Context: an optimization exercise on an open-source flow, tuned for small area and a short achievable clock period. The choices shown serve that exercise and are no tape-out recipe. Where RTL was checked, it was by simulation tests only, not by an equivalence proof against the original. Power is estimated from default activity; no workload was simulated.

==> inputs of job 9932 <==
==> flow/design.v <==
`timescale 1ns / 1ps
module CompareAndShift32Bit (
    input  [30:0] a,
    input  [30:0] b,
    input         sub,
    output        a_ge_b,
    output [7:0]  exp_x,
    output [22:0] frac_x,
    output [23:0] man_x,
    output [23:0] al_man_y
);
    wire [7:0] ea = a[30:23];
    wire [7:0] eb = b[30:23];
    wire [8:0] dab = {1'b0, ea} - {1'b0, eb};
    wire [8:0] dba = {1'b0, eb} - {1'b0, ea};
    wire exp_gt = dba[8];
    wire exp_eq = (ea == eb);
    reg [22:0] gt, eq;
    integer s, i;
    always @(*) begin
        gt = a[22:0] & ~b[22:0];
        eq = ~(a[22:0] ^ b[22:0]);
        for (s = 1; s < 23; s = s * 2)
            for (i = 2*s - 1; i < 23; i = i + 2*s) begin
                gt[i] = gt[i] | (eq[i] & gt[i-s]);
                eq[i] = eq[i] & eq[i-s];
            end
        gt[22] = gt[22] | (eq[22] & (gt[21] | (eq[21] & (gt[19] | (eq[19] & gt[15])))));
        eq[22] = eq[22] & eq[21] & eq[19] & eq[15];
    end
    wire frac_ge = gt[22] | eq[22];
    assign a_ge_b = exp_gt | (exp_eq & frac_ge);
    assign exp_x  = a_ge_b ? ea : eb;
    assign frac_x = a_ge_b ? a[22:0] : b[22:0];
    assign man_x  = {exp_x != 8'd0, frac_x};
    wire [7:0]  shift = exp_gt ? dab[7:0] : dba[7:0];
    wire [22:0] frac_y = a_ge_b ? b[22:0] : a[22:0];
    wire        hid_y  = a_ge_b ? (eb != 8'd0) : (ea != 8'd0);
    wire [23:0] man_y  = {hid_y, frac_y} ^ {24{sub}};
    wire [15:0] f = {16{sub}};
    wire [23:0] s0 = shift[0] ? {f[0],    man_y[23:1]} : man_y;
    wire [23:0] s1 = shift[1] ? {f[1:0],  s0[23:2]}    : s0;
    wire [23:0] s2 = shift[2] ? {f[3:0],  s1[23:4]}    : s1;
    wire [23:0] s3 = shift[3] ? {f[7:0],  s2[23:8]}    : s2;
    wire [23:0] s4 = shift[4] ? {f[15:0], s3[23:16]}   : s3;
    assign al_man_y = (shift[7:5] != 3'd0) ? {24{sub}} : s4;
endmodule
`timescale 1ns / 1ps
module Addition32Bit (
    input         sub,
    input  [23:0] x,
    input  [23:0] y,
    output [24:0] res
);
    wire [23:0] p = x ^ y;
    wire [23:0] g = x & y;
    reg  [23:0] G, P;
    integer s, i;
    always @(*) begin
        G = {g[23:1], g[0] | (p[0] & sub)};
        P = p;
        for (s = 1; s < 24; s = s * 2)
            for (i = 2*s - 1; i < 24; i = i + 2*s) begin
                G[i] = G[i] | (P[i] & G[i-s]);
                P[i] = P[i] & P[i-s];
            end
        for (s = 8; s >= 1; s = s / 2)
            for (i = 3*s - 1; i < 24; i = i + 2*s) begin
                G[i] = G[i] | (P[i] & G[i-s]);
                P[i] = P[i] & P[i-s];
            end
    end
    assign res[23:0] = p ^ {G[22:0], sub};
    assign res[24]   = G[23] & ~sub;
endmodule
`timescale 1ns / 1ps
module Normalization32Bit (
    input  [24:0] res,
    input  [7:0]  exp_base,
    output [22:0] man_res,
    output [7:0]  exp_res,
    output        overflow
);
    wire [7:0] e = exp_base + 8'd1;
    wire [31:0] r = {res, 7'h7f};
    wire z16 = (r[31:16] == 16'd0);
    wire [15:0] q1 = z16 ? r[15:0] : r[31:16];
    wire z8 = (q1[15:8] == 8'd0);
    wire [7:0] q2 = z8 ? q1[7:0] : q1[15:8];
    wire z4 = (q2[7:4] == 4'd0);
    wire [3:0] q3 = z4 ? q2[3:0] : q2[7:4];
    wire z2 = (q3[3:2] == 2'd0);
    wire [1:0] q4 = z2 ? q3[1:0] : q3[3:2];
    wire z1 = ~q4[1];
    wire [4:0] lz = {z16, z8, z4, z2, z1};
    wire big = e[7:5] != 3'd0;
    wire [4:0] k;
    wire [5:0] lt, gt;  
    assign lt[5] = big;
    assign gt[5] = 1'b0;
    genvar i;
    generate
        for (i = 4; i >= 0; i = i - 1) begin : g_min
            assign k[i] = gt[i+1] ? e[i] : (lt[i+1] ? lz[i] : (lz[i] & e[i]));
            assign lt[i] = lt[i+1] | (~gt[i+1] & ~lz[i] & e[i]);
            assign gt[i] = gt[i+1] | (~lt[i+1] & lz[i] & ~e[i]);
        end
    endgenerate
    wire [24:0] n = res << k;
    assign exp_res = n[24] ? e - {3'd0, k} : 8'd0;
    assign man_res = n[23:1];
    assign overflow = (exp_base == 8'd254) & res[24];
endmodule
`timescale 1ns / 1ps
module adder_32bit(
    input clk,
    input rst,
    input [31:0] i_a,
    input [31:0] i_b,
    input i_vld,
    output [31:0] o_res,
    output reg o_res_vld,
    output overflow
);
wire sign_a = i_a[31];
wire sign_b = i_b[31];
wire        a_ge_b;
wire [7:0]  exp_x;
wire [22:0] frac_x;
wire [23:0] man_x, al_man_y;
wire [24:0] res;
CompareAndShift32Bit u_CompareAndShift32Bit (
    .a(i_a[30:0]),
    .b(i_b[30:0]),
    .sub(sign_a ^ sign_b),
    .a_ge_b(a_ge_b),
    .exp_x(exp_x),
    .frac_x(frac_x),
    .man_x(man_x),
    .al_man_y(al_man_y)
);
Addition32Bit u_Addition32Bit (
    .sub(sign_a ^ sign_b),
    .x(man_x),
    .y(al_man_y),
    .res(res)
);
wire exp_a_max = &i_a[30:23];
wire exp_b_max = &i_b[30:23];
wire special   = exp_a_max | exp_b_max;
wire nan_res   = (|frac_x) | (exp_a_max & exp_b_max & (sign_a ^ sign_b));
wire x_zero    = (exp_x == 8'd0) & (frac_x == 23'd0);
wire sign_res  = a_ge_b ? (sign_a & ~x_zero) : sign_b;
reg [24:0] r_res;
reg [7:0]  r_exp;
reg        r_sign, r_special, r_nan;
always @(posedge clk or posedge rst) begin
    if (rst) begin
        r_res <= 25'b0;
        r_exp <= 8'b0;
        r_sign <= 1'b0;
        r_special <= 1'b0;
        r_nan <= 1'b0;
        o_res_vld <= 1'b0;
    end else begin
        r_res <= res;
        r_exp <= exp_x;
        r_sign <= sign_res & ~(special & nan_res);
        r_special <= special;
        r_nan <= special & nan_res;
        o_res_vld <= i_vld;
    end
end
wire [22:0] man_res;
wire [7:0]  exp_res;
wire        operation_overflow;
Normalization32Bit u_Normalization32Bit (
    .res(r_res),
    .exp_base(r_exp),
    .man_res(man_res),
    .exp_res(exp_res),
    .overflow(operation_overflow)
);
assign o_res[31]    = r_sign;
assign o_res[30:23] = exp_res | {8{r_special}};
assign o_res[22]    = r_special ? r_nan : man_res[22];
assign o_res[21:0]  = man_res[21:0] & {22{~r_special}};
assign overflow     = r_special | operation_overflow;
endmodule
==> flow/flow/run.sh <==
#!/bin/bash
# The standard ORFS layout with three changes:
#  - ABC maps with the script below (area mapping, no buffering; the
#    layout's repair steps size and buffer instead),
#  - plain buf_1 cells as the port buffers,
#  - timing repair aimed at setup slack >= 26 ns.
set -euo pipefail
rm -rf scripts_custom
cp -r "$FLOW_HOME/scripts" scripts_custom
printf '%s\n' strash dch amap topo 'stime -c' > scripts_custom/abc_area.script
bash standard.sh SCRIPTS_DIR="$PWD/scripts_custom" \
    BUFFER_PORTS_ARGS="-buffer_cell sky130_fd_sc_hd__buf_1" \
    SETUP_SLACK_MARGIN=26 finish > make_finish.log 2>&1
==> flow/standard.sh <==
#!/bin/bash
# synth_recipe.tcl (not shown) runs the flow's synth.tcl, then flattens the netlist and writes it again
# the make line also repeats each setting of config.mk as NAME=value (left out here)
make -C /OpenROAD-flow-scripts/flow DESIGN_CONFIG=/design/flow/config.mk WORK_HOME=/design/flow/orfs CLKGATE_MAP_FILE= SYNTH_SCRIPT=/design/flow/synth_recipe.tcl "${@:-finish}"
==> flow/config.mk <==
export PLATFORM = sky130hd
export DESIGN_NAME = adder_32bit
export DESIGN_NICKNAME = adder_32bit
export VERILOG_FILES = /design/flow/design.v
export SDC_FILE = /design/flow/constraint.sdc
export NUM_CORES = 4
export LEC_CHECK = 0
export ABC_AREA = 1
export CAP_MARGIN = 20
export CORE_MARGIN = 2
export CORE_UTILIZATION = 40
export SLEW_MARGIN = 20
==> flow/constraint.sdc <==
create_clock -name core_clock -period 40.0 [get_ports {clk}]
set_input_delay 8.0000 -clock core_clock [delete_from_list [all_inputs] [get_ports {clk}]]
set_output_delay 8.0000 -clock core_clock [all_outputs]
set_load 0.01 [all_outputs]
==> inputs of job 6479, as changes to job 9932 <==
==> flow/design.v, changed modules only <==
module CompareAndShift32Bit (
    input  [30:0] a,
    input  [30:0] b,
    input         sub,
    output        a_ge_b,
    output [7:0]  exp_x,
    output [22:0] frac_x,
    output [23:0] man_x,
    output [23:0] al_man_y
);
    wire [7:0] ea = a[30:23];
    wire [7:0] eb = b[30:23];
    wire [7:0] ep = ~(ea ^ eb);
    wire [7:0] eg = ea & ~eb;
    reg  [7:0] EG, EP;
    integer l, j;
    always @(*) begin
        EG = eg;
        EP = ep;
        for (l = 0; l < 3; l = l + 1)
            for (j = 0; j < 8; j = j + 1)
                if (((j >> l) & 1) == 1) begin
                    EG[j] = EG[j] | (EP[j] & EG[((j >> l) << l) - 1]);
                    EP[j] = EP[j] & EP[((j >> l) << l) - 1];
                end
    end
    wire exp_gt = EG[7];
    wire exp_eq = EP[7];
    reg [22:0] gg, tt;
    integer s, i;
    always @(*) begin
        gg = a[22:0] & ~b[22:0];
        tt = a[22:0] | ~b[22:0];
        for (s = 1; s < 23; s = s * 2)
            for (i = 2*s - 1; i < 23; i = i + 2*s) begin
                gg[i] = gg[i] | (tt[i] & gg[i-s]);
                tt[i] = tt[i] & tt[i-s];
            end
        gg[22] = gg[22] | (tt[22] & (gg[21] | (tt[21] & (gg[19] | (tt[19] & gg[15])))));
        tt[22] = tt[22] & tt[21] & tt[19] & tt[15];
    end
    wire frac_ge = gg[22] | tt[22];
    assign a_ge_b = exp_gt | (exp_eq & frac_ge);
    assign exp_x  = a_ge_b ? ea : eb;
    assign frac_x = a_ge_b ? a[22:0] : b[22:0];
    assign man_x  = {exp_x != 8'd0, frac_x};
    wire [7:0]  shift = ep ^ (exp_gt ? {EG[6:0] | EP[6:0], 1'b1} : ~{EG[6:0], 1'b0});
    wire [22:0] frac_y = a_ge_b ? b[22:0] : a[22:0];
    wire        hid_y  = a_ge_b ? (eb != 8'd0) : (ea != 8'd0);
    wire [23:0] man_y  = {hid_y, frac_y} ^ {24{sub}};
    wire [15:0] f = {16{sub}};
    wire [23:0] s0 = shift[0] ? {f[0],    man_y[23:1]} : man_y;
    wire [23:0] s1 = shift[1] ? {f[1:0],  s0[23:2]}    : s0;
    wire [23:0] s2 = shift[2] ? {f[3:0],  s1[23:4]}    : s1;
    wire [23:0] s3 = shift[3] ? {f[7:0],  s2[23:8]}    : s2;
    wire [23:0] s4 = shift[4] ? {f[15:0], s3[23:16]}   : s3;
    assign al_man_y = (shift[7:5] != 3'd0) ? {24{sub}} : s4;
endmodule
module Normalization32Bit (
    input  [24:0] res,
    input  [7:0]  e,
    output [22:0] man_res,
    output [7:0]  exp_res,
    output        overflow
);
    wire [31:0] r = {res, 7'h7f};
    wire z16 = (r[31:16] == 16'd0);
    wire [15:0] q1 = z16 ? r[15:0] : r[31:16];
    wire z8 = (q1[15:8] == 8'd0);
    wire [7:0] q2 = z8 ? q1[7:0] : q1[15:8];
    wire z4 = (q2[7:4] == 4'd0);
    wire [3:0] q3 = z4 ? q2[3:0] : q2[7:4];
    wire z2 = (q3[3:2] == 2'd0);
    wire [1:0] q4 = z2 ? q3[1:0] : q3[3:2];
    wire z1 = ~q4[1];
    wire [4:0] lz = {z16, z8, z4, z2, z1};
    wire big = e[7:5] != 3'd0;
    wire [4:0] k;
    wire [5:0] lt, gt;  
    assign lt[5] = big;
    assign gt[5] = 1'b0;
    genvar i;
    generate
        for (i = 4; i >= 0; i = i - 1) begin : g_min
            assign k[i] = gt[i+1] ? e[i] : (lt[i+1] ? lz[i] : (lz[i] & e[i]));
            assign lt[i] = lt[i+1] | (~gt[i+1] & ~lz[i] & e[i]);
            assign gt[i] = gt[i+1] | (~lt[i+1] & lz[i] & ~e[i]);
        end
    endgenerate
    wire [24:0] n = res << k;
    assign exp_res = n[24] ? e - {3'd0, k} : 8'd0;
    assign man_res = n[23:1];
    assign overflow = (e == 8'd255) & res[24];
endmodule
module adder_32bit(
    input clk,
    input rst,
    input [31:0] i_a,
    input [31:0] i_b,
    input i_vld,
    output [31:0] o_res,
    output reg o_res_vld,
    output overflow
);
wire sign_a = i_a[31];
wire sign_b = i_b[31];
wire        a_ge_b;
wire [7:0]  exp_x;
wire [22:0] frac_x;
wire [23:0] man_x, al_man_y;
wire [24:0] res;
CompareAndShift32Bit u_CompareAndShift32Bit (
    .a(i_a[30:0]),
    .b(i_b[30:0]),
    .sub(sign_a ^ sign_b),
    .a_ge_b(a_ge_b),
    .exp_x(exp_x),
    .frac_x(frac_x),
    .man_x(man_x),
    .al_man_y(al_man_y)
);
Addition32Bit u_Addition32Bit (
    .sub(sign_a ^ sign_b),
    .x(man_x),
    .y(al_man_y),
    .res(res)
);
wire exp_a_max = &i_a[30:23];
wire exp_b_max = &i_b[30:23];
wire special   = exp_a_max | exp_b_max;
wire nan_res   = (|frac_x) | (exp_a_max & exp_b_max & (sign_a ^ sign_b));
wire x_zero    = (exp_x == 8'd0) & (frac_x == 23'd0);
wire sign_res  = a_ge_b ? (sign_a & ~x_zero) : sign_b;
reg [24:0] r_res;
reg [7:0]  r_exp;   
reg        r_sign, r_special, r_nan;
always @(posedge clk or posedge rst) begin
    if (rst) begin
        r_res <= 25'b0;
        r_exp <= 8'b0;
        r_sign <= 1'b0;
        r_special <= 1'b0;
        r_nan <= 1'b0;
        o_res_vld <= 1'b0;
    end else begin
        r_res <= res;
        r_exp <= exp_x + 8'd1;
        r_special <= special;
        r_sign <= sign_res & ~(special & nan_res);
        r_nan <= special & nan_res;
        o_res_vld <= i_vld;
    end
end
wire [22:0] man_res;
wire [7:0]  exp_res;
wire        operation_overflow;
Normalization32Bit u_Normalization32Bit (
    .res(r_res),
    .e(r_exp),
    .man_res(man_res),
    .exp_res(exp_res),
    .overflow(operation_overflow)
);
assign o_res[31]    = r_sign;
assign o_res[30:23] = exp_res | {8{r_special}};
assign o_res[22]    = r_special ? r_nan : man_res[22];
assign o_res[21:0]  = man_res[21:0] & {22{~r_special}};
assign overflow     = r_special | operation_overflow;
endmodule
==> flow/flow/run.sh (replaced) <==
#!/bin/bash
# The standard ORFS layout with two changes:
#  - plain buf_1 cells as the port buffers,
#  - timing repair aimed at setup slack >= 26 ns.
set -euo pipefail
bash standard.sh BUFFER_PORTS_ARGS="-buffer_cell sky130_fd_sc_hd__buf_1" \
    SETUP_SLACK_MARGIN=26 finish > make_finish.log 2>&1
==> comparison <==
Job 6479 completed with no timing, DRC or antenna violations. Job 9932 finished clean.
Setup slack: job 6479 is higher than job 9932 (2500 ps).
Count of clock-buffer cells in the layout is the same in job 6479 and job 9932.
Between job 9932 and job 6479, the lower design area is in job 6479 (gap about 2.7%, measured against job 6479).
Between job 9932 and job 6479, the lower worst hold slack is in job 6479 (gap 240 ps).
Against job 6479, the sequential share of layout area of job 9932 is lower by 0.26 points.
Utilization: job 9932 is higher than job 6479 (13 points).
In job 6479 the sequential power is smaller than in job 9932, by about 8%.
In clock power, job 9932 and job 6479 hardly differ.
==> figures <==
| quantity | job 9932 | job 6479 |
|---|---|---|
| Outcome | timing/DRC/antenna clean | timing/DRC/antenna clean |
| DRT Pass-1 Iters | 8 | 7 |
| Die extent in y | 129.8 microns | 143.2 microns |
| Cell with the largest stage delay on the worst path | sky130_fd_sc_hd__fa_2 | sky130_fd_sc_hd__fa_1 |
| Share of cell area taken by multi-input logic gates | 60.28% | 67.42% |
| Core Box Area | 15,310 sq um | 18,830 sq um |
| Final Cycle Share | 40.07% | 33.93% |
| Synthesis-to-finish area growth | 48.07% | 17.74% |
| Synth cell types | 44 | 47 |
| Final instance area | 9369 sq um | 9120 sq um |
| Syn Nets | 1,051 | 1,507 |
| Fin Hold WS | 7767 ps | 7527 ps |
| Largest area contributor in the synthesized netlist | sky130_fd_sc_hd__dfrtp_1 | sky130_fd_sc_hd__nand3_1 |
| Top-count cell post-synth | sky130_fd_sc_hd__nor2_1 | sky130_fd_sc_hd__nand2_1 |
| Via-to-Cell Ratio | 6.071 | 5.481 |
| Number of nets in the layout | 1,300 | 1,606 |
| Internal Dissipation | 0.2831 mW | 0.2387 mW |
Only the layout flow was run in job 6479; the RTL was not checked for function there.

## what the ideal ports hide
No port has a modelled driver above. Below, the same layouts with a new extraction and two added sets of constraints. Step 1 (the two cells are an assumption about what drives the block):
set clk [get_ports {clk}]
set_driving_cell -lib_cell sky130_fd_sc_hd__clkbuf_16 $clk
set_driving_cell -lib_cell sky130_fd_sc_hd__buf_2 [delete_from_list [all_inputs] $clk]
Step 2 adds t to the input delays and takes it off the output delays; t is the mean of the earliest and latest rising clock arrival at the registers after step 1. Input paths then give back, and output paths get back, about the clock's delay inside the block. a / b / c = ideal ports / drivers / drivers and shift; a / b = the first two.
run | shift t [ns] | setup WS [ns] | clock arrival spread, ns
job 9932 | 0.309 | 23.971 / 23.984 / 23.674 | 0.003 / 0.003
job 6479 | 0.309 | 26.429 / 26.432 / 26.122 | 0.005 / 0.005
After both steps setup and hold are still met in every run listed. For job 6479, which loses most, drivers alone change the setup slack by +0.003 ns; drivers and shift together by -0.307 ns.
